From an optimization exercise on the open Yosys and OpenROAD flow, aimed at a short achievable clock period and few clock cycles; shortcuts taken in it are not production practice. In this exercise RTL edits were held to simulation tests only and were not proved equivalent to the original. Power figures rest on the tool's default switching activity, not on a simulated workload.

===== flow/design.v =====
module ALU(
    input  logic [31:0] a,
    input  logic [31:0] b,
    input  logic [2:0]  f3,
    input  logic        sub,
    input  logic        sra,
    output logic [31:0] y
);
    logic [31:0] sum, srl_y, sra_y;
    logic        lt, ltu, unused_c;
    KSADD #(32) u_add (.a(a), .b(b ^ {32{sub}}), .cin(sub), .s(sum), .cout(unused_c));
    KSCMP u_cmp (.a(a), .b(b), .lt(lt), .ltu(ltu));
    assign srl_y = a >> b[4:0];
    assign sra_y = $signed(a) >>> b[4:0];
    always_comb begin
        case (f3)
            3'b000: y = sum;
            3'b001: y = a << b[4:0];
            3'b010: y = {31'd0, lt};
            3'b011: y = {31'd0, ltu};
            3'b100: y = a ^ b;
            3'b101: y = sra ? sra_y : srl_y;
            3'b110: y = a | b;
            default: y = a & b;
        endcase
    end
endmodule
module BR_CMP(
    input  logic [31:0] a,
    input  logic [31:0] b,
    input  logic [2:0]  f3,
    output logic        taken
);
    logic eq, lt, ltu;
    assign eq  = (a == b);
    KSCMP u_cmp (.a(a), .b(b), .lt(lt), .ltu(ltu));
    always_comb begin
        case (f3)
            3'b000: taken = eq;
            3'b001: taken = ~eq;
            3'b100: taken = lt;
            3'b101: taken = ~lt;
            3'b110: taken = ltu;
            3'b111: taken = ~ltu;
            default: taken = 1'b0;
        endcase
    end
endmodule
module DMEM(
    input  logic        clk,
    input  logic [8:0]  raddr,
    input  logic [2:0]  rf3,
    output logic [31:0] rdata,
    input  logic        we,
    input  logic [8:0]  waddr,
    input  logic [2:0]  wf3,
    input  logic [31:0] wdata
);
    logic [7:0] bank [0:3][0:127];
    logic [6:0] ridx0, ridx1, widx0, widx1;
    logic [1:0] rsh, wsh;
    assign ridx0 = raddr[8:2];
    assign ridx1 = raddr[8:2] + 7'd1;
    assign rsh   = raddr[1:0];
    assign widx0 = waddr[8:2];
    assign widx1 = waddr[8:2] + 7'd1;
    assign wsh   = waddr[1:0];
    logic [7:0] bout [0:3];      
    logic [7:0] byt  [0:3];      
    genvar g;
    generate
        for (g = 0; g < 4; g++) begin : g_bank
            logic [6:0] ridx, widx;
            logic [1:0] k;       
            logic       bwe;
            assign ridx = (g < rsh) ? ridx1 : ridx0;
            assign widx = (g < wsh) ? widx1 : widx0;
            assign k    = 2'(g) - wsh;
            assign bout[g] = bank[g][ridx];
            assign bwe  = we & ((wf3[1:0] == 2'b10) | (wf3[1:0] == 2'b01 && k[1] == 1'b0) | (k == 2'd0));
            always_ff @(posedge clk)
                if (bwe) bank[g][widx] <= wdata[8*k +: 8];
        end
    endgenerate
    logic [2:0] wsize;
    assign wsize = (wf3[1:0] == 2'b10) ? 3'd4 : (wf3[1:0] == 2'b01) ? 3'd2 : 3'd1;
    generate
        for (g = 0; g < 4; g++) begin : g_byte
            logic [8:0] d;
            logic [7:0] mb;
            assign mb = bout[rsh + 2'(g)];
            assign d  = raddr + 9'(g) - waddr;
            assign byt[g] = (we && d < 9'(wsize)) ? wdata[8*d[1:0] +: 8] : mb;
        end
    endgenerate
    always_comb begin
        case (rf3)
            3'b000:  rdata = {{24{byt[0][7]}}, byt[0]};
            3'b001:  rdata = {{16{byt[1][7]}}, byt[1], byt[0]};
            3'b100:  rdata = {24'd0, byt[0]};
            3'b101:  rdata = {16'd0, byt[1], byt[0]};
            default: rdata = {byt[3], byt[2], byt[1], byt[0]};
        endcase
    end
endmodule
module PREDEC(
    input  logic [31:0] ins,
    input  logic [31:0] pc,
    output logic [4:0]  rd,
    output logic [4:0]  rs1,
    output logic [4:0]  rs2,
    output logic        wrd,       
    output logic        is_ld,
    output logic        is_st,
    output logic        is_br,
    output logic        is_jal,
    output logic        is_jalr,
    output logic        is_mul,
    output logic        is_div,
    output logic [31:0] tgt        
);
    logic [6:0] opc;
    logic       is_op;
    assign opc     = ins[6:0];
    assign rd      = ins[11:7];
    assign rs1     = ins[19:15];
    assign rs2     = ins[24:20];
    assign is_ld   = (opc == 7'b0000011);
    assign is_st   = (opc == 7'b0100011);
    assign is_br   = (opc == 7'b1100011);
    assign is_jal  = (opc == 7'b1101111);
    assign is_jalr = (opc == 7'b1100111);
    assign is_op   = (opc == 7'b0110011);
    assign is_mul  = is_op & ins[25] & ~ins[14];
    assign is_div  = is_op & ins[25] & ins[14];
    assign wrd     = ~is_st & ~is_br & (rd != 5'd0);
    logic unused_c;
    KSADD #(32) u_tgt (
        .a(pc), .b(is_jal ? {{12{ins[31]}}, ins[19:12], ins[20], ins[30:21], 1'b0}
                          : {{20{ins[31]}}, ins[7], ins[30:25], ins[11:8], 1'b0}),
        .cin(1'b0), .s(tgt), .cout(unused_c));
endmodule
module MULT(
    input  logic [31:0] a,
    input  logic [31:0] b,
    input  logic [1:0]  f3,
    output logic [31:0] y
);
    logic        as, bs;
    logic [65:0] p;
    assign as = (f3 != 2'b11);
    assign bs = ~f3[1];
    assign p  = $signed({as & a[31], a}) * $signed({bs & b[31], b});
    assign y  = (f3 == 2'b00) ? p[31:0] : p[63:32];
endmodule
module DIVIDER #(parameter int STEPS = 3) (
    input  logic        clk,
    input  logic        rst,
    input  logic        req,
    input  logic [31:0] a,
    input  logic [31:0] b,
    input  logic [1:0]  f3,      
    output logic        stall,
    output logic [31:0] y
);
    logic        busy, done;
    logic [31:0] R, S, Q, D, a_save;
    logic [6:0]  cnt;
    logic        negq, negr, rem, dz;
    logic        sgn, an, bn;
    logic [31:0] n, d;
    logic [5:0]  msb_n, msb_d;   
    logic signed [7:0] k;
    logic [63:0] nsh;
    assign sgn = ~f3[0];
    assign an  = sgn & a[31];
    assign bn  = sgn & b[31];
    assign n   = an ? (32'd0 - a) : a;
    assign d   = bn ? (32'd0 - b) : b;
    always_comb begin
        msb_n = 6'd0;
        msb_d = 6'd0;
        for (int i = 0; i < 32; i++) begin
            if (n[i]) msb_n = 6'(i + 1);
            if (d[i]) msb_d = 6'(i + 1);
        end
    end
    assign k   = $signed({2'b0, msb_n}) - $signed({2'b0, msb_d}) + 8'sd1;
    assign nsh = {32'd0, n} << (6'd32 - k[5:0]);
    logic [31:0] Rn, Sn, Qn;
    always_comb begin
        logic [32:0] r2;
        logic        ge;
        Rn = R; Sn = S; Qn = Q;
        r2 = 33'd0;
        ge = 1'b0;
        for (int j = 0; j < STEPS; j++) begin
            if (7'(j) < cnt) begin
                r2 = {Rn, Sn[31]};
                ge = (r2 >= {1'b0, D});
                Rn = ge ? (r2[31:0] - D) : r2[31:0];
                Sn = {Sn[30:0], 1'b0};
                Qn = {Qn[30:0], ge};
            end
        end
    end
    always_ff @(posedge clk) begin
        if (rst) begin
            busy <= 1'b0;
            done <= 1'b0;
        end else if (done) begin
            done <= 1'b0;
        end else if (busy) begin
            R <= Rn; S <= Sn; Q <= Qn;
            cnt <= cnt - 7'(STEPS);
            if (cnt <= 7'(STEPS)) begin
                busy <= 1'b0;
                done <= 1'b1;
            end
        end else if (req) begin
            D      <= d;
            negq   <= sgn & (a[31] ^ b[31]);
            negr   <= an;
            rem    <= f3[1];
            dz     <= (b == 32'd0);
            a_save <= a;
            Q      <= 32'd0;
            if (!trivial) begin
                R    <= nsh[63:32];
                S    <= nsh[31:0];
                cnt  <= k[6:0];
                busy <= 1'b1;
            end
        end
    end
    logic trivial;
    assign trivial = (b == 32'd0) | (n < d);
    assign stall = req & ~done & ~trivial;
    always_comb begin
        if (!done)    y = f3[1] ? a : ((b == 32'd0) ? 32'hFFFF_FFFF : 32'd0);
        else if (dz)  y = rem ? a_save : 32'hFFFF_FFFF;
        else if (rem) y = negr ? (32'd0 - R) : R;
        else          y = negq ? (32'd0 - Q) : Q;
    end
endmodule
module XSLOT(
    input  logic [31:0] ins,
    input  logic [31:0] pc,
    input  logic [31:0] a,
    input  logic [31:0] b,
    output logic [31:0] res,
    output logic        taken,
    output logic [31:0] tgt,       
    output logic [31:0] jtgt,      
    output logic [31:0] ea         
);
    logic [6:0] opc;
    logic [2:0] f3;
    logic is_lui, is_auipc, is_jal, is_jalr, is_st, is_op;
    assign opc      = ins[6:0];
    assign f3       = ins[14:12];
    assign is_lui   = (opc == 7'b0110111);
    assign is_auipc = (opc == 7'b0010111);
    assign is_jal   = (opc == 7'b1101111);
    assign is_jalr  = (opc == 7'b1100111);
    assign is_st    = (opc == 7'b0100011);
    assign is_op    = (opc == 7'b0110011);
    logic [31:0] imm_i, imm_s, imm_b, imm_u, imm_j;
    assign imm_i = {{20{ins[31]}}, ins[31:20]};
    assign imm_s = {{20{ins[31]}}, ins[31:25], ins[11:7]};
    assign imm_b = {{20{ins[31]}}, ins[7], ins[30:25], ins[11:8], 1'b0};
    assign imm_u = {ins[31:12], 12'b0};
    assign imm_j = {{12{ins[31]}}, ins[19:12], ins[20], ins[30:21], 1'b0};
    logic [31:0] alu_out, jsum;
    ALU u_alu (
        .a(a), .b(is_op ? b : imm_i), .f3(f3),
        .sub(is_op & ins[30]), .sra(ins[30]),
        .y(alu_out)
    );
    BR_CMP u_cmp (.a(a), .b(b), .f3(f3), .taken(taken));
    logic [2:0] unused_c;
    logic [31:0] auipc_v;
    KSADD #(32) u_tgt (.a(pc), .b(is_jal ? imm_j : imm_b), .cin(1'b0), .s(tgt), .cout(unused_c[0]));
    KSADD #(32) u_jt  (.a(a), .b(imm_i), .cin(1'b0), .s(jsum), .cout(unused_c[1]));
    KSADD #(32) u_au  (.a(pc), .b(imm_u), .cin(1'b0), .s(auipc_v), .cout(unused_c[2]));
    assign jtgt = {jsum[31:1], 1'b0};
    assign ea   = a + (is_st ? imm_s : imm_i);
    always_comb begin
        if (is_jal | is_jalr) res = pc + 32'd4;
        else if (is_lui)      res = imm_u;
        else if (is_auipc)    res = auipc_v;
        else                  res = alu_out;
    end
endmodule
module KSADD #(parameter int N = 32) (
    input  logic [N-1:0] a,
    input  logic [N-1:0] b,
    input  logic         cin,
    output logic [N-1:0] s,
    output logic         cout
);
    logic [N-1:0] p, g;
    always_comb begin
        logic [N-1:0] gg, pp, gn, pn;
        p  = a ^ b;
        gg = a & b;
        gg[0] = gg[0] | (p[0] & cin);
        pp = p;
        for (int d = 1; d < N; d = d * 2) begin
            gn = gg;
            pn = pp;
            for (int i = d; i < N; i++) begin
                gn[i] = gg[i] | (pp[i] & gg[i-d]);
                pn[i] = pp[i] & pp[i-d];
            end
            gg = gn;
            pp = pn;
        end
        g = gg;                      
    end
    assign s    = p ^ {g[N-2:0], cin};
    assign cout = g[N-1];
endmodule
module KSCMP (
    input  logic [31:0] a,
    input  logic [31:0] b,
    output logic        lt,          
    output logic        ltu          
);
    always_comb begin
        logic [31:0] l, e, ln, en;
        l = ~a & b;
        e = ~(a ^ b);
        for (int w = 1; w < 32; w = w * 2) begin
            ln = l;
            en = e;
            for (int i = 0; i + w < 32; i = i + 2 * w) begin
                ln[i] = l[i + w] | (e[i + w] & l[i]);
                en[i] = e[i + w] & e[i];
            end
            l = ln;
            e = en;
        end
        ltu = l[0];
    end
    assign lt = (a[31] ^ b[31]) ? a[31] : ltu;
endmodule
module REG_FILE(
    input  logic             clk,
    input  logic             rst,
    input  logic [3:0]       we,
    input  logic [3:0][4:0]  waddr,
    input  logic [3:0][31:0] wdata,
    input  logic [7:0][4:0]  raddr,
    output logic [7:0][31:0] rdata,
    output logic [31:0]      regs_31
);
    logic [31:0] regs [0:31];
    assign regs[0] = 32'd0;
    assign regs_31 = regs[31];
    genvar g;
    generate
        for (g = 0; g < 8; g++) begin : g_rd
            assign rdata[g] = regs[raddr[g]];
        end
        for (g = 1; g < 32; g++) begin : g_reg
            always_ff @(posedge clk) begin
                if (rst)
                    regs[g] <= 32'd0;
                else if (we[3] && waddr[3] == g)
                    regs[g] <= wdata[3];
                else if (we[2] && waddr[2] == g)
                    regs[g] <= wdata[2];
                else if (we[1] && waddr[1] == g)
                    regs[g] <= wdata[1];
                else if (we[0] && waddr[0] == g)
                    regs[g] <= wdata[0];
            end
        end
    endgenerate
endmodule
module Top(
    input  logic        clk,
    input  logic        rst,
    output logic [31:0] imem_addr,
    input  logic [31:0] imem_rdata,
    output logic [31:0] regs_31
);
    localparam int CI  = 6;          
    localparam int CN  = 1 << CI;
    localparam int TW  = 30 - CI;    
    localparam int WIN = 40;         
    localparam logic [15:0] ALLOW = 16'b0011_0011_0001_0000;
    localparam bit FWD_MUL = 1'b0;   
    localparam bit FWD_LD  = 1'b0;   
    localparam int QD     = 4;       
    localparam int W31MAX = 2;       
    logic rst_q;
    always_ff @(posedge clk) rst_q <= rst;
    logic [31:0] F;                  
    logic [31:0] P;                  
    logic [31:0] PF;                 
    logic [31:0] P_o;                
    assign imem_addr = P_o;
    logic [31:0] PD, PDA;
    logic        PDV;
    logic        cv [0:CN-1];
    logic [TW-1:0] ct [0:CN-1];
    logic [31:0] cd [0:CN-1];
    logic        cb [0:CN-1];         
    logic [5:0][31:0] A;             
    genvar g;
    generate
        for (g = 0; g < 6; g++) begin : g_addr
            logic unused_c;
            KSADD #(32) u_a (.a(F), .b(32'(4 * g)), .cin(1'b0), .s(A[g]), .cout(unused_c));
        end
    endgenerate
    logic [3:0][31:0] bd;
    logic [3:0][TW-1:0] bt;
    logic [3:0]       bv, bb;
    generate
        for (g = 0; g < 4; g++) begin : g_bank
            logic [CI-3:0] row;
            logic [CI-1:0] e;
            assign row = F[CI+1:4] + ((2'(g) < F[3:2]) ? (CI-2)'(1) : (CI-2)'(0));
            assign e   = {row, 2'(g)};
            assign bd[g] = cd[e];
            assign bt[g] = ct[e];
            assign bv[g] = cv[e];
            assign bb[g] = cb[e];
        end
    endgenerate
    logic PD_pred;                   
    assign PD_pred = (PD[6:0] == 7'b1100011) & PD[31];
    logic [TW-1:0] ftag0, ftag1;
    logic [3:0]    fcar;
    logic [31:0]   pd_d;             
    assign ftag0 = F[31:CI+2];
    logic [1:0] unused_fc;
    KSADD #(TW) u_ft1 (.a(F[31:CI+2]), .b(TW'(0)), .cin(1'b1), .s(ftag1), .cout(unused_fc[0]));
    KSADD #(32) u_pdd (.a(PDA), .b(~F), .cin(1'b1), .s(pd_d), .cout(unused_fc[1]));
    always_comb
        for (int k = 0; k < 4; k++)
            fcar[k] = ({1'b0, F[CI+1:2]} + (CI+1)'(k)) >= (CI+1)'(CN);
    logic [3:0][31:0] wc;            
    logic [3:0]       hitc, cbitc;
    generate
        for (g = 0; g < 4; g++) begin : g_slot
            logic [1:0] bs;
            logic       pdm;
            assign bs  = F[3:2] + 2'(g);
            assign pdm = PDV & (pd_d[31:2] == 30'(g));
            assign hitc[g]  = pdm | (bv[bs] & (bt[bs] == (fcar[g] ? ftag1 : ftag0)));
            assign wc[g]    = pdm ? PD : bd[bs];
            assign cbitc[g] = pdm ? PD_pred : bb[bs];
        end
    endgenerate
    function automatic logic [31:0] immbj(input logic [31:0] x);
        immbj = (x[6:0] == 7'b1101111) ? {{12{x[31]}}, x[19:12], x[20], x[30:21], 1'b0}
                                       : {{20{x[31]}}, x[7], x[30:25], x[11:8], 1'b0};
    endfunction
    logic [3:0][31:0] tgt_seq, tgt4_seq;
    logic [7:0]       tsc;
    generate
        for (g = 0; g < 4; g++) begin : g_tseq
            KSADD #(32) u_ts  (.a(A[g]),   .b(immbj(wc[g])), .cin(1'b0), .s(tgt_seq[g]),  .cout(tsc[2*g]));
            KSADD #(32) u_ts4 (.a(A[g+1]), .b(immbj(wc[g])), .cin(1'b0), .s(tgt4_seq[g]), .cout(tsc[2*g+1]));
        end
    endgenerate
    localparam int LN = 4;
    logic [LN-1:0]           lv;
    logic [LN-1:0][29:0]     lbpc, ltgt;
    logic [LN-1:0][2:0][31:0] lw;
    logic [LN-1:0][2:0]      lwv;
    logic [LN-1:0][2:0][31:0] lt, lt4;     
    logic [1:0]              lptr;
    logic [2:0] rb;                  
    always_comb
        for (int k = 0; k < 3; k++)
            rb[k] = hitc[k] & (wc[k][6:0] == 7'b1100011) & wc[k][31];
    logic [LN-1:0][4:0][31:0] lgn;
    generate
        for (g = 0; g < LN; g++) begin : g_lgn
            for (genvar m = 0; m < 5; m++) begin : g_m
                logic unused_c;
                KSADD #(32) u_n (.a({ltgt[g], 2'b00}), .b(32'(4 * m)), .cin(1'b0),
                                 .s(lgn[g][m]), .cout(unused_c));
            end
        end
    endgenerate
    logic [4:0][31:0] spn;
    logic [2:0][31:0] spb, spb4;     
    logic        sp;                 
    logic [1:0]  spj;
    logic [31:0] spt;                
    logic [2:0][31:0] spw;
    logic [2:0]  spv;
    always_comb begin
        logic found;
        sp = 1'b0; spj = 2'd0; spt = 32'd0; spw = '0; spv = 3'd0; spn = '0; spb = '0; spb4 = '0;
        found = 1'b0;
        for (int k = 0; k < 3; k++) begin
            if (rb[k] && !found) begin
                found = 1'b1;
                for (int e = 0; e < LN; e++)
                    if (lv[e] && lbpc[e] == A[k][31:2]) begin
                        sp  = 1'b1;
                        spj = 2'(k);
                        spt = {ltgt[e], 2'b00};
                        spn = lgn[e];
                        spb = lt[e];
                        spb4 = lt4[e];
                        spw = lw[e];
                        spv = lwv[e];
                    end
            end
        end
    end
    logic [4:0][31:0] sptn;          
    assign sptn = spn;
    logic [3:0][31:0] w;             
    logic [3:0]       hit, cbit;
    logic [3:0][31:0] Ap;            
    logic [3:0]       spl;           
    logic [3:0][31:0] An;            
    logic [3:0][31:0] An4;           
    logic [3:0][31:0] ftg, ftg4;     
    always_comb begin
        for (int k = 0; k < 4; k++) begin
            spl[k]  = sp && (2'(k) > spj);
            w[k]    = wc[k];
            hit[k]  = hitc[k];
            cbit[k] = cbitc[k];
            Ap[k]   = A[k];
            An[k]   = A[k+1];
            An4[k]  = A[k+2];
            ftg[k]  = tgt_seq[k];
            ftg4[k] = tgt4_seq[k];
            if (spl[k]) begin
                w[k]    = spw[2'(k) - spj - 2'd1];
                hit[k]  = spv[2'(k) - spj - 2'd1];
                cbit[k] = 1'b0;
                Ap[k]   = sptn[2'(k) - spj - 2'd1];
                An[k]   = sptn[2'(k) - spj];
                An4[k]  = sptn[3'(2'(k) - spj) + 3'd1];
                ftg[k]  = spb[2'(k) - spj - 2'd1];
                ftg4[k] = spb4[2'(k) - spj - 2'd1];
            end
        end
    end
    logic [3:0][4:0]  f_rd, f_rs1, f_rs2;
    logic [3:0]       f_wrd, f_ld, f_st, f_br, f_jal, f_jalr, f_mul, f_div;
    logic [3:0][31:0] f_tgt;
    assign f_tgt = ftg;
    generate
        for (g = 0; g < 4; g++) begin : g_pd
            PREDEC u_pd (
                .ins(w[g]), .pc(Ap[g]),
                .rd(f_rd[g]), .rs1(f_rs1[g]), .rs2(f_rs2[g]), .wrd(f_wrd[g]),
                .is_ld(f_ld[g]), .is_st(f_st[g]), .is_br(f_br[g]), .is_jal(f_jal[g]),
                .is_jalr(f_jalr[g]), .is_mul(f_mul[g]), .is_div(f_div[g]),
                .tgt()
            );
        end
    endgenerate
    logic [3:0] f_end, f_pred, okv, f_w31;
    logic [3:0][2:0] fs1, fs2;       
    logic [3:0] f_back;
    assign f_back = {w[3][31], w[2][31], w[1][31], w[0][31]};
    logic [3:0] spm;                 
    assign spm    = sp ? (4'b0001 << spj) : 4'b0000;
    assign f_end  = (f_pred & ~spm) | f_jalr | f_div;
    assign f_w31  = f_wrd & {f_rd[3] == 5'd31, f_rd[2] == 5'd31, f_rd[1] == 5'd31, f_rd[0] == 5'd31};
    always_comb begin
        logic st_b, ld_seen, mul_seen;
        logic [2:0] w31_b;
        okv[0] = hit[0] & ~(f_w31[0] & (w31_room == 3'd0));
        st_b   = f_st[0];
        w31_b  = {2'd0, f_w31[0]};
        ld_seen   = f_ld[0];
        mul_seen = f_mul[0];
        for (int k = 1; k < 4; k++) begin
            okv[k] = okv[k-1] & ~f_end[k-1] & hit[k] & ~fbad[k] &
                     ~(spl[k] & ~spl[k-1] & ~f_pred[k-1]) &
                     ~(f_div[k] | f_jalr[k]) &
                     ~(f_ld[k] & (ld_seen | st_b | fs1[k][2])) &
                     ~(f_mul[k] & (mul_seen | fs1[k][2] | fs2[k][2])) &
                     ~(f_st[k] & st_b) & ~(f_w31[k] & (w31_b >= w31_room));
            st_b   = st_b | f_st[k];
            w31_b  = w31_b + {2'd0, f_w31[k]};
            ld_seen   = ld_seen | f_ld[k];
            mul_seen = mul_seen | f_mul[k];
        end
        for (int k = 0; k < 4; k++) begin
            fs1[k] = 3'd0;
            fs2[k] = 3'd0;
            for (int j = 0; j < k; j++) begin
                if (f_wrd[j] && f_rd[j] == f_rs1[k]) fs1[k] = {1'b1, 2'(j)};
                if (f_wrd[j] && f_rd[j] == f_rs2[k]) fs2[k] = {1'b1, 2'(j)};
            end
        end
    end
    logic [3:0] f_u1, f_u2, fbad;
    logic       s2_indep;
    assign s2_indep = ~(fs1[2] == 3'b101 && f_u1[2]) & ~(fs2[2] == 3'b101 && f_u2[2]);
    always_comb begin
        for (int k = 0; k < 4; k++) begin
            f_u1[k] = ~((w[k][6:0] == 7'b0110111) | (w[k][6:0] == 7'b0010111) | f_jal[k]);
            f_u2[k] = (w[k][6:0] == 7'b0110011) | f_st[k] | f_br[k];
            fbad[k] = 1'b0;
            if (fs1[k][2] && f_u1[k] &&
                (!(ALLOW[4*k + fs1[k][1:0]] || (k == 3 && fs1[k][1:0] == 2'd2 && s2_indep)) ||
                 (!FWD_MUL && f_mul[fs1[k][1:0]]) || (!FWD_LD && f_ld[fs1[k][1:0]])))
                fbad[k] = 1'b1;
            if (fs2[k][2] && f_u2[k] &&
                (!(ALLOW[4*k + fs2[k][1:0]] || (k == 3 && fs2[k][1:0] == 2'd2 && s2_indep)) ||
                 (!FWD_MUL && f_mul[fs2[k][1:0]]) || (!FWD_LD && f_ld[fs2[k][1:0]])))
                fbad[k] = 1'b1;
        end
    end
    function automatic logic evict(input logic [31:0] x);
        evict = PDV & (PDA[CI+1:2] == x[CI+1:2]) & (PDA[31:CI+2] != x[31:CI+2]);
    endfunction
    function automatic logic soon(input logic [31:0] x);
        soon = (PDV & (PDA[31:2] == x[31:2])) | (P[31:2] == x[31:2]);
    endfunction
    logic [8:0][31:0] cand;
    logic [31:0]      f_tgt0;        
    logic [8:0]       nh;
    logic [3:0]       chit;
    generate
        for (g = 0; g < 4; g++) begin : g_chit
            logic [1:0] bs;
            assign bs = F[3:2] + 2'(g);
            assign chit[g] = bv[bs] & (bt[bs] == (fcar[g] ? ftag1 : ftag0));
        end
        for (g = 0; g < 9; g++) begin : g_cand
            if (g == 0) begin : c_f
                assign cand[g] = F;
            end else if (g < 5) begin : c_a
                assign cand[g] = An[g-1];
            end else begin : c_t
                assign cand[g] = (g == 5) ? f_tgt0 : f_tgt[g-5];
            end
            if (g < 4) begin : h_bank
                assign nh[g] = sp ? 1'b1 : ((chit[g] & ~evict(cand[g])) | soon(cand[g]));
            end else begin : h_assume
                assign nh[g] = 1'b1;
            end
        end
    endgenerate
    logic bubble;                            
    assign bubble = ~okv[0];
    logic [3:0] nsel;
    always_comb begin
        nsel = 4'd1;
        for (int k = 0; k < 4; k++)
            if (okv[k]) nsel = f_pred[k] ? 4'(5 + k) : 4'(k + 1);
        if (bubble) nsel = 4'd0;
    end
    logic [8:0][31:0] cand4;
    logic [3:0][31:0] tgt4;
    assign tgt4 = ftg4;
    KSADD #(32) u_j4 (.a({f_av0[31:1], 1'b0}), .b(32'd4), .cin(1'b0), .s(jalr4), .cout(jalr4c));
    always_comb begin
        cand4[0] = A[1];
        for (int k = 0; k < 4; k++) begin
            cand4[1 + k] = An4[k];
            cand4[5 + k] = tgt4[k];
        end
        if (f_jalr[0]) cand4[5] = jalr4;
    end
    logic [31:0] fn;                         
    logic        fs_hit;                     
    assign fn     = cand[nsel];
    assign fs_hit = nh[nsel];
    logic [3:0][31:0] xins;
    logic [3:0]       xv, xpred;
    logic [3:0][2:0]  xfs1, xfs2;
    logic [3:0][31:0] xopa, xopb;    
    logic [3:0][31:0] xpcs;          
    logic [7:0][4:0]  rf_ra;
    logic [7:0][31:0] rf_rd;
    logic [3:0]       rf_we;
    logic [3:0][4:0]  rf_wa;
    logic [3:0][31:0] rf_wd;
    generate
        for (g = 0; g < 4; g++) begin : g_ra
            assign rf_ra[2*g]   = w[g][19:15];
            assign rf_ra[2*g+1] = w[g][24:20];
        end
    endgenerate
    REG_FILE u_rf (
        .clk(clk), .rst(rst_q),
        .we(rf_we), .waddr(rf_wa), .wdata(rf_wd),
        .raddr(rf_ra), .rdata(rf_rd),
        .regs_31()
    );
    logic [3:0][31:0] opa, opb, sres, res, stgt, sjtgt, sea;
    logic [3:0][31:0] fres;          
    logic [31:0]      opa2a, opb2a, sres2a, fres2a;
    logic [3:0]       staken;
    logic [3:0][4:0]  x_rd, x_rs1, x_rs2;
    logic [3:0]       x_wrd, x_ld, x_st, x_br, x_jal, x_jalr, x_mul, x_div;
    logic [3:0][31:0] x_unused_tgt;
    generate
        for (g = 0; g < 4; g++) begin : g_x
            PREDEC u_xd (
                .ins(xins[g]), .pc(xpcs[g]),
                .rd(x_rd[g]), .rs1(x_rs1[g]), .rs2(x_rs2[g]), .wrd(x_wrd[g]),
                .is_ld(x_ld[g]), .is_st(x_st[g]), .is_br(x_br[g]), .is_jal(x_jal[g]),
                .is_jalr(x_jalr[g]), .is_mul(x_mul[g]), .is_div(x_div[g]),
                .tgt(x_unused_tgt[g])
            );
            if (g == 0) begin : g_s0
                assign opa[0] = xopa[0];
                assign opb[0] = xopb[0];
            end else begin : g_sn
                logic [31:0] fa, fb;
                always_comb begin
                    fa = fres[0];
                    fb = fres[0];
                    for (int j = 1; j < g; j++) begin
                        if (ALLOW[4*g + j] && xfs1[g][1:0] == 2'(j)) fa = fres[j];
                        if (ALLOW[4*g + j] && xfs2[g][1:0] == 2'(j)) fb = fres[j];
                    end
                    if (g == 3 && xfs1[g][1:0] == 2'd2) fa = fres2a;
                    if (g == 3 && xfs2[g][1:0] == 2'd2) fb = fres2a;
                end
                assign opa[g] = xfs1[g][2] ? fa : xopa[g];
                assign opb[g] = xfs2[g][2] ? fb : xopb[g];
            end
            XSLOT u_xs (
                .ins(xins[g]), .pc(xpcs[g]), .a(opa[g]), .b(opb[g]),
                .res(sres[g]), .taken(staken[g]), .tgt(stgt[g]), .jtgt(sjtgt[g]), .ea(sea[g])
            );
        end
    endgenerate
    logic [31:0] ld_val, mul_out, div_out;
    logic        div_stall;
    logic        st_we;
    logic [8:0]  st_addr;
    logic [2:0]  st_f3;
    logic [31:0] st_data;
    logic [8:0]  ld_addr;
    logic [2:0]  ld_f3;
    logic [31:0] mul_a, mul_b;
    logic [1:0]  mul_f3;
    logic [8:0]  xl_base, xl_imm;    
    logic [2:0]  xl_f3;
    logic [31:0] xm_a, xm_b;         
    logic [1:0]  xm_f3;
    assign ld_addr = xl_base + xl_imm;
    assign ld_f3   = xl_f3;
    assign mul_a   = xm_a;
    assign mul_b   = xm_b;
    assign mul_f3  = xm_f3;
    DMEM u_dmem (
        .clk(clk),
        .raddr(ld_addr), .rf3(ld_f3), .rdata(ld_val),
        .we(st_we), .waddr(st_addr), .wf3(st_f3), .wdata(st_data)
    );
    MULT u_mul (.a(mul_a), .b(mul_b), .f3(mul_f3), .y(mul_out));
    DIVIDER u_div (
        .clk(clk), .rst(rst_q),
        .req(xv[0] & x_div[0]), .a(opa[0]), .b(opb[0]), .f3(xins[0][13:12]),
        .stall(div_stall), .y(div_out)
    );
    always_comb begin
        res = sres;
        for (int k = 0; k < 4; k++) begin
            if (x_ld[k])       res[k] = ld_val;
            else if (x_mul[k]) res[k] = mul_out;
        end
        if (x_div[0]) res[0] = div_out;
    end
    logic        unused2a_t;
    logic [31:0] unused2a_tg, unused2a_jt, unused2a_ea;
    assign opa2a = (xfs1[2] == 3'b100) ? fres[0] : xopa[2];
    assign opb2a = (xfs2[2] == 3'b100) ? fres[0] : xopb[2];
    XSLOT u_xs2a (
        .ins(xins[2]), .pc(xpcs[2]), .a(opa2a), .b(opb2a),
        .res(sres2a), .taken(unused2a_t), .tgt(unused2a_tg), .jtgt(unused2a_jt), .ea(unused2a_ea)
    );
    assign fres2a = (FWD_LD && x_ld[2]) ? res[2] : sres2a;
    always_comb begin
        for (int k = 0; k < 4; k++)
            fres[k] = ((FWD_LD && x_ld[k]) || (FWD_MUL && x_mul[k])) ? res[k] : sres[k];
    end
    logic [3:0][31:0] f_opa, f_opb;
    always_comb begin
        for (int k = 0; k < 4; k++) begin
            f_opa[k] = rf_rd[2*k];
            f_opb[k] = rf_rd[2*k+1];
            for (int j = 0; j < 4; j++) begin
                if (xv[j] && x_wrd[j] && x_rd[j] == f_rs1[k]) f_opa[k] = res[j];
                if (xv[j] && x_wrd[j] && x_rd[j] == f_rs2[k]) f_opb[k] = res[j];
            end
        end
    end
    logic [31:0] xw_mask;            
    always_comb begin
        xw_mask = 32'd0;
        for (int j = 0; j < 4; j++)
            if (xv[j] && x_wrd[j]) xw_mask[x_rd[j]] = 1'b1;
    end
    logic [3:0]       f_k1, f_k2;    
    logic [3:0][31:0] f_v1, f_v2;
    logic [3:0]       f_ak;          
    logic [3:0]       f_eqz;         
    logic [3:0][31:0] f_nimm;        
    logic [31:0]      f_av0;         
    logic             f_av0c;
    logic [3:0]       f_nic;
    generate
        for (g = 0; g < 4; g++) begin : g_nimm
            KSADD #(32) u_ni (.a(~{{20{w[g][31]}}, w[g][31:20]}), .b(32'd0), .cin(1'b1),
                              .s(f_nimm[g]), .cout(f_nic[g]));
        end
    endgenerate
    KSADD #(32) u_fav (.a(f_v1[0]), .b({{20{w[0][31]}}, w[0][31:20]}), .cin(1'b0),
                       .s(f_av0), .cout(f_av0c));
    always_comb begin
        for (int k = 0; k < 4; k++) begin
            f_k1[k] = (f_rs1[k] == 5'd0) | (~fs1[k][2] & ~xw_mask[f_rs1[k]]);
            f_k2[k] = (f_rs2[k] == 5'd0) | (~fs2[k][2] & ~xw_mask[f_rs2[k]]);
            f_v1[k] = (f_rs1[k] == 5'd0) ? 32'd0 : rf_rd[2*k];
            f_v2[k] = (f_rs2[k] == 5'd0) ? 32'd0 : rf_rd[2*k+1];
            f_ak[k]  = (w[k][6:0] == 7'b0010011) & (w[k][14:12] == 3'b000) & f_k1[k];
            f_eqz[k] = (f_v1[k] == f_nimm[k]);
        end
    end
    logic [3:0] f_known, f_taken;
    generate
        for (g = 0; g < 4; g++) begin : g_fbr
            logic kd, td, ka, ta;
            BR_CMP u_fcmp (.a(f_v1[g]), .b(f_v2[g]), .f3(w[g][14:12]), .taken(td));
            assign kd = f_k1[g] & f_k2[g];
            always_comb begin
                ka = 1'b0;
                ta = 1'b0;
                for (int j = 0; j < g; j++)
                    if (((fs1[g] == {1'b1, 2'(j)} && f_rs2[g] == 5'd0) ||
                         (fs2[g] == {1'b1, 2'(j)} && f_rs1[g] == 5'd0)) && f_ak[j]) begin
                        ka = (w[g][14:13] == 2'b00);
                        ta = f_eqz[j] ^ w[g][12];
                    end
            end
            assign f_known[g] = kd | ka;
            assign f_taken[g] = kd ? td : ta;
        end
    endgenerate
    assign f_pred = (f_br & ((f_known & f_taken) | (~f_known & (f_back | cbit)))) | f_jal |
                    {3'b000, f_jalr[0] & f_k1[0]};
    assign f_tgt0 = f_jalr[0] ? {f_av0[31:1], 1'b0} : f_tgt[0];
    logic [3:0]  mis, ev;
    logic [3:0][31:0] rtg;
    always_comb begin
        for (int k = 0; k < 4; k++) begin
            mis[k] = xv[k] & (x_br[k] ? (staken[k] != xpred[k]) :
                              (x_jal[k] | x_jalr[k]) ? ~xpred[k] : 1'b0);
            rtg[k] = x_jalr[k] ? sjtgt[k] : ((x_br[k] & ~staken[k]) ? xpcs[k] + 32'd4 : stgt[k]);
        end
        ev[0] = xv[0];
        ev[1] = xv[1] & ~mis[0];
        ev[2] = xv[2] & ~mis[0] & ~mis[1];
        ev[3] = xv[3] & ~mis[0] & ~mis[1] & ~mis[2];
    end
    logic        redirect;
    logic [31:0] rtarget;
    assign redirect = |(mis & ev);
    always_comb begin
        rtarget = rtg[3];
        for (int k = 3; k >= 0; k--)
            if (mis[k]) rtarget = rtg[k];
    end
    always_comb begin
        for (int k = 0; k < 4; k++) begin
            rf_we[k] = ev[k] & x_wrd[k] & ~div_stall;
            rf_wa[k] = x_rd[k];
            rf_wd[k] = res[k];
        end
    end
    logic [3:0] stv;
    assign stv   = ev & x_st;
    logic        sx_we;
    logic [8:0]  sx_addr;
    logic [2:0]  sx_f3;
    logic [31:0] sx_data;
    assign sx_we = |stv & ~div_stall;
    always_comb begin
        sx_addr = 9'd0;
        sx_f3   = 3'd0;
        sx_data = 32'd0;
        for (int k = 0; k < 4; k++)
            if (xv[k] && x_st[k]) begin
                sx_addr = sea[k][8:0];
                sx_f3   = xins[k][14:12];
                sx_data = opb[k];
            end
    end
    always_ff @(posedge clk) begin
        if (rst_q) st_we <= 1'b0;
        else       st_we <= sx_we;
        st_addr <= sx_addr;
        st_f3   <= sx_f3;
        st_data <= sx_data;
    end
    logic [31:0] fsel;               
    assign fsel = redirect ? rtarget : fn;
    logic        pf_ahead, pf_behind;
    logic [31:0] pf_d;
    logic unused_pfc;
    KSADD #(32) u_pfd (.a(PF), .b(~F), .cin(1'b1), .s(pf_d), .cout(unused_pfc));
    assign pf_ahead  = (pf_d != 32'd0) && (pf_d < 32'(4 * WIN));
    assign pf_behind = pf_d[31] || (pf_d == 32'd0);
    logic [31:0] P_f, PF_f, P_n, PF_n;
    always_comb begin
        if (!fs_hit) begin
            P_f  = fn;
            PF_f = cand4[nsel];
        end else if (pf_ahead) begin
            P_f  = PF;
            PF_f = PF + 32'd4;
        end else if (pf_behind) begin
            P_f  = fn;
            PF_f = cand4[nsel];
        end else begin
            P_f  = fn;
            PF_f = PF;
        end
    end
    assign P_n  = redirect ? rtarget : P_f;
    logic [31:0] P_on;
    assign P_on = (~redirect & fs_hit & pf_ahead) ? PF : (redirect ? rtarget : fn);
    assign PF_n = redirect ? PF : PF_f;
    always_ff @(posedge clk) begin
        if (rst_q) begin
            F     <= 32'd0;
            P     <= 32'd0;
            P_o   <= 32'd0;
            PF    <= 32'd4;
            xv    <= 4'd0;
            xpred <= 4'd0;
            xpcs  <= '0;
            xins  <= {4{32'h13}};
            xfs1  <= '0;
            xfs2  <= '0;
        end else if (div_stall) begin
        end else begin
            F  <= fsel;
            P  <= P_n;
            P_o <= P_on;
            PF <= PF_n;
            xpcs <= Ap;
            xv    <= (redirect || bubble) ? 4'd0 : okv;
            xpred <= f_pred & okv;
            xins  <= w;
            xfs1  <= fs1;
            xfs2  <= fs2;
            xopa  <= f_opa;
            xopb  <= f_opb;
            for (int k = 3; k >= 0; k--) begin
                if (f_ld[k]) begin
                    xl_base <= f_opa[k][8:0];
                    xl_imm  <= w[k][28:20];
                    xl_f3   <= w[k][14:12];
                end
                if (f_mul[k]) begin
                    xm_a  <= f_opa[k];
                    xm_b  <= f_opb[k];
                    xm_f3 <= w[k][13:12];
                end
            end
        end
    end
    always_ff @(posedge clk) begin
        PD  <= imem_rdata;
        PDA <= P;
        PDV <= ~rst_q;
    end
    always_ff @(posedge clk) begin
        if (PDV && !rst_q) begin
            cd[PDA[CI+1:2]] <= PD;
            ct[PDA[CI+1:2]] <= PDA[31:CI+2];
        end
    end
    generate
        for (g = 0; g < CN; g++) begin : g_cent
            logic [3:0] upd;
            for (genvar k = 0; k < 4; k++) begin : g_u
                assign upd[k] = ev[k] & x_br[k] & ~div_stall & (xpcs[k][CI+1:2] == CI'(g));
            end
            always_ff @(posedge clk) begin
                if (rst_q)
                    cv[g] <= 1'b0;
                else if (PDV && PDA[CI+1:2] == CI'(g))
                    cv[g] <= 1'b1;
            end
            always_ff @(posedge clk) begin
                if (upd[3])      cb[g] <= staken[3];
                else if (upd[2]) cb[g] <= staken[2];
                else if (upd[1]) cb[g] <= staken[1];
                else if (upd[0]) cb[g] <= staken[0];
                else if (PDV && PDA[CI+1:2] == CI'(g)) cb[g] <= PD_pred;
            end
        end
    endgenerate
    logic [31:0]         r31;
    logic [QD-1:0][31:0] q31;
    logic [2:0]          qc;         
    assign regs_31 = r31;
    logic [3:0]  w31x;               
    logic        push1, push2;
    logic [31:0] val1, val2;
    always_comb begin
        logic found1;
        for (int k = 0; k < 4; k++)
            w31x[k] = xv[k] & x_wrd[k] & (x_rd[k] == 5'd31);
        push1 = 1'b0; push2 = 1'b0;
        val1 = res[0]; val2 = res[0];
        found1 = 1'b0;
        for (int k = 0; k < 4; k++) begin
            if (w31x[k] && !found1) begin
                found1 = 1'b1;
                push1  = ev[k] & ~div_stall;
                val1   = res[k];
            end else if (w31x[k] && found1) begin
                push2  = ev[k] & ~div_stall;
                val2   = res[k];
            end
        end
    end
    logic [2:0] x_pushes, w31_room;
    always_comb begin
        x_pushes = 3'd0;
        for (int k = 0; k < 4; k++) x_pushes = x_pushes + {2'd0, w31x[k]};
        if (qc + x_pushes >= 3'(QD))
            w31_room = 3'd0;
        else if (3'(QD) - qc - x_pushes > 3'(W31MAX))
            w31_room = 3'(W31MAX);
        else
            w31_room = 3'(QD) - qc - x_pushes;
    end
    always_ff @(posedge clk) begin
        if (rst_q) begin
            r31 <= 32'd0;
            qc  <= 3'd0;
        end else if (qc == 3'd0) begin
            if (push1) r31 <= val1;
            q31[0] <= val2;
            qc     <= {2'd0, push2};
        end else begin
            r31 <= q31[0];
            for (int e = 0; e < QD; e++) begin
                if (3'(e) == qc - 3'd1)
                    q31[e] <= val1;
                else if (3'(e) == qc)
                    q31[e] <= val2;
                else if (e < QD - 1)
                    q31[e] <= q31[e+1];
            end
            qc <= qc - 3'd1 + {2'd0, push1} + {2'd0, push2};
        end
    end
    logic [3:0]       cap_br;
    logic [3:0][29:0] cap_b, cap_t;
    always_ff @(posedge clk) begin
        if (rst_q) begin
            cap_br <= 4'd0;
            lv     <= '0;
            lptr   <= 2'd0;
        end else if (!div_stall) begin
            for (int k = 0; k < 4; k++) begin
                cap_br[k] <= f_br[k] & w[k][31] & ~spl[k] & ~spm[k];
                cap_b[k]  <= Ap[k][31:2];
                cap_t[k]  <= f_tgt[k][31:2];
            end
            for (int k = 0; k < 4; k++)
                if (cap_br[k] && xv[k] && (k == 3 || !xv[(k + 1) % 4]) &&
                    F[31:2] == cap_t[k] && hitc[0]) begin
                    lv[lptr]   <= 1'b1;
                    lbpc[lptr] <= cap_b[k];
                    ltgt[lptr] <= cap_t[k];
                    lw[lptr]   <= wc[2:0];
                    lwv[lptr]  <= hitc[2:0];
                    lt[lptr]   <= tgt_seq[2:0];
                    lt4[lptr]  <= tgt4_seq[2:0];
                    lptr       <= lptr + 2'd1;
                end
        end
    end
endmodule

===== flow/run.sh =====
#!/bin/bash
# synth_recipe.tcl (not shown) runs the flow's synth.tcl, then flattens the netlist and writes it again
# the make line also repeats each setting of config.mk as NAME=value (left out here)
make -C /OpenROAD-flow-scripts/flow DESIGN_CONFIG=/design/flow/config.mk WORK_HOME=/design/flow/orfs CLKGATE_MAP_FILE= SYNTH_SCRIPT=/design/flow/synth_recipe.tcl finish

===== flow/config.mk =====
export PLATFORM = sky130hd
export DESIGN_NAME = Top
export DESIGN_NICKNAME = Top
export VERILOG_FILES = /design/flow/design.v
export SDC_FILE = /design/flow/constraint.sdc
export NUM_CORES = 8
export LEC_CHECK = 0
export ABC_CLOCK_PERIOD_IN_PS = 20000
export CAP_MARGIN = 60
export CELL_PAD_IN_SITES_DETAIL_PLACEMENT = 2
export CELL_PAD_IN_SITES_GLOBAL_PLACEMENT = 3
export CORE_MARGIN = 2
export CORE_UTILIZATION = 22
export PLACE_DENSITY = 0.34
export SLEW_MARGIN = 75

===== flow/constraint.sdc =====
create_clock -name core_clock -period 115.0 [get_ports {clk}]
set_input_delay 23.0000 -clock core_clock [delete_from_list [all_inputs] [get_ports {clk}]]
set_output_delay 23.0000 -clock core_clock [all_outputs]
set_load 0.01 [all_outputs]

==> flow_summary.toml <==
[clock_tree]
clk_latency_ps = 1920
cts-resized-gates = 0
clockBufferDepth = 7
tritoncts_num_sinks = 11600
cts_tree = "done"
cts_root_buf = "clkbuf_16"
hold_buffers = 0
cts_max_level = 7
path_clk_slew_ps = 70
cts_made_buffers = 1504
postCtsSetupRepairBufs = 0

[sta]
tns_ps = 0
hold_viol = 0
skew_ps = 286
setup_ws_ps = 88590
rsz0062_at_grt = "false"
drv_slew = 0
finalSetupViolations = 0
max_clock_freq_mhz = 37.9
slew_headroom_pct = 45.4
min_period_ps = 26410
tightest_slew_ps = 819
finalCritPeriodShare_pct = 23.0

[grt]
grt_overflow_total = 0
antenna_found_initial = 2747
grtUsageTotal_pct = 51.5
grt_pass1_vias = 951000
grt_pass1_wl_um = 12700000
grt_max_degree = 65

[synthesis]
yosysWarnings = 18
ys_types = 166
synth_cells = 92500
synthesis.area_um2 = 849000
syn_avg_cell_area_um2 = 9.18
seq_area_frac_synth_pct = 39.3
synth_nets = 95800
async_flop_share_pct = 0
synth_enable_flop_cells = 10000
synth-seq-cells = 11600
ys.flop_type = "edfxtp_1"

[flow_run]
cap_violations = 0

[final_layout]
drive_gt1_share_pct = 31.4
final_cell_area_um2 = 1230000
multi_input_area_um2 = 543000
layout_common_cells = "nand2_1 (10700), edfxtp_1 (10000), nor2_1 (7421)"
syn2layout_area_growth_pct = 44.6
layout.nets = 105000
final_common_cell = "nand2_1"
seqCellArea_um2 = 336000
fillCellCount = 413000
utilization_pct = 31.9

[setup_path]
path_class = "reg2out"
cp.arrival_ps = 3410
critical_path_required_ps = 92000
rrSetupSlack_ps = 92180
worst_setup_path_start_kind = "flop"
regToRegEndpoint = "P[25]"
timing.rr.start = "F[3]"
cp_max_fo = 2
endpoint_kind = "output port"
startpoint = "P_o[10]"
worst_r2r_path_depth = 93

[min_path]
hold_path_depth = 0
hp-class = "reg2reg"
min_from = "P[0]"
hold_path_end = "PDA[0]"

[die]
fp-row-count = 721
die_h_um = 1970
dieArea_um2 = 3870000
start_util_pct = 22.0
coreArea_um2 = 3850000
ioPinCount = 98
dieWidth_um = 1970

[detailed_routing]
via_count = 1070000
wl_per_cell_um = 66.2
drt_wl_total_um = 10400000
drc = 0
drt.antenna.violating_nets = 23
drt_iter0_drc = 185000
vias_per_cell = 6.78
dr.pass1.iters = 14

[power_and_ir_drop]
worst_ir_drop_vdd_uv = 132
power_w = 0.0417
powerDensity_nw_per_um2 = 34.0
p_leak_nw = 422

[placed_design]
place.gp.congestion = 1.17
dpl-instance-area_um2 = 1150000
port_buffers = 97
dp.final_hpwl_um = 8510000
dp_slack_ps = 90520

[outcome]
violations = "antenna violations"
status = "complete, but fails checks"
-- registers in the layout, summed over array words and instances, names as in the netlist, 64 cells and up --
| register | flops |
|---|---|
| q31 | 128 |
| lbpc | 120 |
| xopb | 128 |
| u_rf.regs | 992 |
| lt4 | 384 |
| cb | 64 |
| ct | 1536 |
| lt | 384 |
| u_dmem.bank | 4096 |
| ltgt | 120 |
| cd | 2048 |
| cap_b | 120 |
| xins | 128 |
| cv | 64 |
| xpcs | 128 |
| lw | 384 |
| xopa | 128 |
| cap_t | 120 |
-- synthesized netlist by cell type, drive strengths merged, types with 2108 or more instances --
| master | n | area [µm²] |
|---|---|---|
| nand2 | 11300 | 42500 |
| edfxtp | 10000 | 301000 |
| nor2 | 8953 | 33600 |
| a21oi | 7836 | 39200 |
| clkbuf | 6624 | 24900 |
| o21ai | 6611 | 33100 |
| nand3 | 2605 | 13000 |
| a211oi | 2582 | 19400 |
| inv | 2541 | 9540 |
| buf | 2523 | 11800 |
| a22oi | 2506 | 18800 |
| mux4 | 2235 | 50300 |
| ha | 2110 | 26400 |
| mux2i | 2108 | 21100 |
-- per-stage QoR --
stage,instances,hold slack [ps]
after floorplan,92500,329
after global placement,143000,379
after detailed placement,151000,376
after CTS,154000,400
after global routing,156000,400
final,158000,404
-- where the power goes --
| part | internal [W] | switching, W |
|---|---|---|
| clock | 0.00276 | 0.00228 |
| sequential | 0.00473 | 0.000109 |
| combinational | 0.00849 | 0.0234 |
-- kinds of logic (layout without fill, tap and decap cells) --
group,count (synthesis),count (layout),synth area share [%]
adder cells (fa/ha/maj),3284,3284,5.88
AND/OR/NAND/NOR,29000,29000,15.0
AO/OA/AOI/OAI,29100,29100,22.2
XOR/XNOR,2759,2759,2.94
other,1,3097,0.000442
buffers and inverters,11700,22500,5.47
flip-flops,11600,11600,39.3
multiplexers,4951,4951,9.22
-- critical path, cell delays in order (launching register included) --
cell             delay (ps)
dfxtp_4                 360
buf_16                  190
buf_16                  180
clkdlybuf4s50_1         700
-- per-layer routing --
metal / up-vias / global-route usage [%] / wire length (µm)
met5: - / 8.86 / 39100
met4: 807 / 39.6 / 1010000
met3: 28600 / 26.7 / 1370000
met2: 97400 / 67.9 / 3960000
met1: 573000 / 61.9 / 4050000
li1: 369000 / - / -
-- worst max path at each step --
stage	slack, ps	end	cells after the start
2_1_floorplan	70120	cap_b[0]	37
3_3_place_gp	87150	P[25]	68
3_5_place_dp	90520	imem_addr[16]	2
4_1_cts	88560	imem_addr[16]	2
5_1_grt	88710	imem_addr[16]	3
6_report	88590	imem_addr[10]	3
-- final cells by class --
class,instances,area share [%]
Clock inverter,815,0.767
Clock buffer,1937,3.26
Sequential cell,11600,27.4
Timing Repair Buffer,17100,17.7
Antenna cell,3096,0.631
Inverter,2592,0.842
Multi-Input combinational cell,69100,44.2
Tap cell,51300,5.23
Testbench counts, summed over its fixed seeds: cycles 51,190.

-- afterwards: timing with drivers on the ports --
How much do the figures lean on ideal ports? The routed layout below was timed once more, with nothing changed but the port constraints.
Step 1 sets driving cells, clkbuf_16 on the clock port and buf_2 on the other inputs (assumed; they add their load-dependent delay and slew).
Step 2 moves the port delays by t, midway between the first and last clock arrival at a register: inputs arrive t later, outputs are due t later. That takes back most of the time a late clock gives input paths.
a / b / c = ideal ports / drivers / drivers and shift; a / b = the first two.
t, ns: 2.102
setup WS [ns]: 88.594 / 88.274 / 90.376
worst hold slack (ns): 0.404 / 0.404 / 0.404
latest minus earliest clock arrival (ns): 0.286 / 0.286
cell pins on the clock port's net: 1
For this run, drivers alone change the setup slack by -0.320 ns; drivers and shift together by +1.782 ns.
